Background: an optimization exercise with open tools, aiming at small area, a short achievable clock period and few clock cycles. Do not read the settings as production practice.
In this exercise RTL edits were held to simulation tests only and were not proved equivalent to the original.

==> module interpolation, before the edit <==
module interpolation (
    input           clk,
    input           RST,
    input           START,
    input   [5:0]   H0,
    input   [5:0]   V0,
    input   [3:0]   SW,
    input   [3:0]   SH,
    output          REN,
    input   [7:0]   R_DATA,
    output  [11:0]  ADDR,
    output  [7:0]   O_DATA,
    output          O_VALID
);
assign REN = 1'b0;
reg [3:0] sw, sh;            
reg [3:0] ryf;               
reg [3:0] rc;                
reg       rsub;              
reg [11:0] addr;             
reg        r_top, r_last;    
reg [7:0] T, B;
reg [3:0] c_yr;
reg       cfull;
reg [7:0] N;
reg       nv;
reg        loaded;
reg [4:0]  oj;                
reg [3:0]  xp;                
reg [7:0]  vl, vu;
reg [7:0]  odata;
reg        ovalid;
assign ADDR = addr;
assign O_DATA = odata;
assign O_VALID = ovalid;
function [7:0] lerp3;
    input [7:0] c, a, b;
    input [3:0] r;
    reg [11:0] x0, x1, x2, x3, x4, s1, c1, s2, c2, s;
    begin
        x0 = {4'd0, c};
        x1 = {4'd0, r[0] ? b : a};
        x2 = {3'd0, r[1] ? b : a, 1'b0};
        x3 = {2'd0, r[2] ? b : a, 2'b0};
        x4 = {1'd0, r[3] ? b : a, 3'b0};
        s1 = x0 ^ x1 ^ x2;
        c1 = ((x0 & x1) | (x0 & x2) | (x1 & x2)) << 1;
        s2 = s1 ^ c1 ^ x3;
        c2 = ((s1 & c1) | (s1 & x3) | (c1 & x3)) << 1;
        s = s2 + c2 + x4;
        lerp3 = s[11:4];
    end
endfunction
wire [7:0] vcol = lerp3(T, T, B, c_yr);
wire       row_end = (oj == 5'b11000);
wire [4:0] xsum = {1'b0, xp} + {1'b0, sw};
wire       pop_next = row_end | xsum[4];
wire       avail = nv | cfull;
wire       produce = loaded;
wire       want = ~loaded | pop_next;
wire       take = want & avail;
wire [7:0] src = nv ? N : vcol;
wire       issue = (rsub | ~(nv & cfull | nv & r_last | cfull & r_last) | take);
wire       col_done = rsub | (ryf == 4'd0);
wire       row_done = issue & col_done & (rc == sw);
wire [4:0] ysum = {1'b0, ryf} + {1'b0, sh};
wire       rsub_n = issue ? ~col_done : rsub;
wire       col_up = issue & col_done;
wire [5:0] acol_n = addr[5:0] + {row_done ? {2'b11, ~sw} : 6'd0} + {5'd0, col_up};
wire [3:0] rc_n = (issue & col_done) ? (row_done ? 4'd0 : rc + 4'd1) : rc;
wire [3:0] ryf_n = row_done ? ysum[3:0] : ryf;
wire       row_up = issue & ~rsub & (~col_done | (row_done & ysum[4]));
wire       row_dn = issue & rsub & ~(row_done & ysum[4]);
wire [5:0] arow_n = addr[11:6] + {{5{row_dn}}, row_dn | row_up};
always @(posedge clk) begin
    addr[5:0] <= START ? H0 : acol_n;
    addr[11:6] <= START ? V0 : arow_n;
    odata <= lerp3(vu, vl, vu, xp);    
    if (r_top)
        T <= R_DATA;
    if (r_last)
        B <= R_DATA;
    if (issue & rsub)
        c_yr <= ryf;
    if (take) begin
        vl <= vu;
        vu <= src;
    end
    if (nv ? take : ~take)
        N <= vcol;
    if (START) begin
        sw <= SW - 4'd1;
        sh <= SH - 4'd1;
    end
end
always @(posedge clk) begin
    if (START) begin
        ryf <= 4'd0;
        rc <= 4'd0;
        rsub <= 1'b0;
        r_top <= 1'b0;
        r_last <= 1'b0;
        cfull <= 1'b0;
        nv <= 1'b0;
        loaded <= 1'b0;
        oj <= 5'd1;
        xp <= 4'd15;
        ovalid <= 1'b0;
    end else begin
        ryf <= ryf_n;
        rc <= rc_n;
        rsub <= rsub_n;
        r_top <= issue & ~rsub;
        r_last <= issue & col_done;
        if (take)
            nv <= nv & cfull;
        else if (cfull)
            nv <= 1'b1;
        cfull <= r_last | (cfull & nv & ~take);
        ovalid <= produce & ~RST;
        if (produce) begin
            if (row_end) begin
                oj <= 5'd1;
                xp <= 4'd15;
            end else begin
                oj <= {oj[3:0], oj[4] ^ oj[2]};
                xp <= xsum[3:0];
            end
            loaded <= ~pop_next | take;
        end else if (take) begin
            loaded <= 1'b1;
        end
    end
end
endmodule
export LEC_CHECK = 0
export CAP_MARGIN = 20
export CORE_MARGIN = 2
export CORE_UTILIZATION = 40
export SLEW_MARGIN = 60
create_clock -name core_clock -period 32.0 [get_ports {clk}]
standard.sh (not shown) runs the stock make flow with config.mk's settings and CLKGATE_MAP_FILE= SYNTH_SCRIPT=/design/flow/synth_recipe.tcl, a recipe that flattens the netlist after the stock synthesis.
==> flow/flow/run.sh <==
#!/bin/bash
# Standard ORFS flow with buf_2 port buffers and a clock tree of clkbuf_4
# leaf cells under a clkbuf_16 root, without dummy loads. The make output
# goes to flow_make.log here; ORFS logs each tool
# under orfs/logs/.
set -euo pipefail
export BUFFER_PORTS_ARGS="-buffer_cell sky130_fd_sc_hd__buf_2"
export CTS_ARGS="-sink_clustering_enable -repair_clock_nets -root_buf sky130_fd_sc_hd__clkbuf_16 -buf_list sky130_fd_sc_hd__clkbuf_4 -dont_use_dummy_load"
bash standard.sh > flow_make.log 2>&1
Testbench counts at the start, summed over its fixed seeds: cycles 84,952.
Then changed:
--- a/flow/design.v
+++ b/flow/design.v
@@ -12,9 +12,12 @@
     output  [7:0]   O_DATA,
     output          O_VALID
 );
 assign REN = 1'b0;
+reg [5:0] h0;
 reg [3:0] sw, sh;            
+reg       start_q;           
+reg [5:0] rrow;              
 reg [3:0] ryf;               
 reg [3:0] rc;                
 reg       rsub;              
 reg [11:0] addr;             
@@ -23,8 +26,9 @@
 reg [3:0] c_yr;
 reg       cfull;
 reg [7:0] N;
 reg       nv;
+reg [1:0] cnt;               
 reg        loaded;
 reg [4:0]  oj;                
 reg [3:0]  xp;                
 reg [7:0]  vl, vu;
@@ -59,23 +63,19 @@
 wire       produce = loaded;
 wire       want = ~loaded | pop_next;
 wire       take = want & avail;
 wire [7:0] src = nv ? N : vcol;
-wire       issue = (rsub | ~(nv & cfull | nv & r_last | cfull & r_last) | take);
+wire       issue = ~start_q & (rsub | (cnt != 2'd2) | take);
 wire       col_done = rsub | (ryf == 4'd0);
 wire       row_done = issue & col_done & (rc == sw);
 wire [4:0] ysum = {1'b0, ryf} + {1'b0, sh};
 wire       rsub_n = issue ? ~col_done : rsub;
-wire       col_up = issue & col_done;
-wire [5:0] acol_n = addr[5:0] + {row_done ? {2'b11, ~sw} : 6'd0} + {5'd0, col_up};
 wire [3:0] rc_n = (issue & col_done) ? (row_done ? 4'd0 : rc + 4'd1) : rc;
 wire [3:0] ryf_n = row_done ? ysum[3:0] : ryf;
-wire       row_up = issue & ~rsub & (~col_done | (row_done & ysum[4]));
-wire       row_dn = issue & rsub & ~(row_done & ysum[4]);
-wire [5:0] arow_n = addr[11:6] + {{5{row_dn}}, row_dn | row_up};
+wire [5:0] rrow_n = rrow + {5'd0, row_done & ysum[4]};
 always @(posedge clk) begin
-    addr[5:0] <= START ? H0 : acol_n;
-    addr[11:6] <= START ? V0 : arow_n;
+    start_q <= START;
+    addr <= {rrow_n + {5'd0, rsub_n}, h0 + {2'd0, rc_n}};
     odata <= lerp3(vu, vl, vu, xp);    
     if (r_top)
         T <= R_DATA;
     if (r_last)
@@ -88,31 +88,36 @@
     end
     if (nv ? take : ~take)
         N <= vcol;
     if (START) begin
+        h0 <= H0;
         sw <= SW - 4'd1;
         sh <= SH - 4'd1;
     end
 end
 always @(posedge clk) begin
     if (START) begin
+        rrow <= V0;
         ryf <= 4'd0;
         rc <= 4'd0;
         rsub <= 1'b0;
         r_top <= 1'b0;
         r_last <= 1'b0;
         cfull <= 1'b0;
         nv <= 1'b0;
+        cnt <= 2'd0;
         loaded <= 1'b0;
         oj <= 5'd1;
         xp <= 4'd15;
         ovalid <= 1'b0;
     end else begin
+        rrow <= rrow_n;
         ryf <= ryf_n;
         rc <= rc_n;
         rsub <= rsub_n;
         r_top <= issue & ~rsub;
         r_last <= issue & col_done;
+        cnt <= cnt + {1'b0, issue & ~rsub} - {1'b0, take};
         if (take)
             nv <= nv & cfull;
         else if (cfull)
             nv <= 1'b1;
Result: Area after synthesis rises by 6.2%; final cell count climbs by 3.9%; via count went up by 4.9%.
Testbench counts after the change, summed over its fixed seeds: cycles 85,208.

[separate check: timing with driven ports]
No port has a modelled driver above. Below, the same layouts with a new extraction and two added sets of constraints.
Step 1 (the two cells are an assumption about what drives the block):
set clk [get_ports {clk}]
set_driving_cell -lib_cell sky130_fd_sc_hd__clkbuf_16 $clk
set_driving_cell -lib_cell sky130_fd_sc_hd__buf_2 [delete_from_list [all_inputs] $clk]
Step 2 adds t to the input delays and takes it off the output delays; t is the mean of the earliest and latest rising clock arrival at the registers after step 1. Input paths then give back, and output paths get back, about the clock's delay inside the block.
a / b / c = ideal / step 1 / step 2; a / b = the first two.
| run | t, ns | setup WS [ns] | hold slack, ns | worst setup path at the end |
|---|---|---|---|---|
| the first run | 0.378 | 24.733 / 24.692 / 24.741 | 0.498 / 0.498 / 0.498 | input to register |
| the second run | 0.382 | 24.804 / 24.763 / 24.660 | 0.464 / 0.464 / 0.464 | input to register |
After both steps setup and hold are still met in every run listed. The setup slack of the second run, which loses most, moves by -0.041 ns with the drivers and by -0.144 ns with both steps.
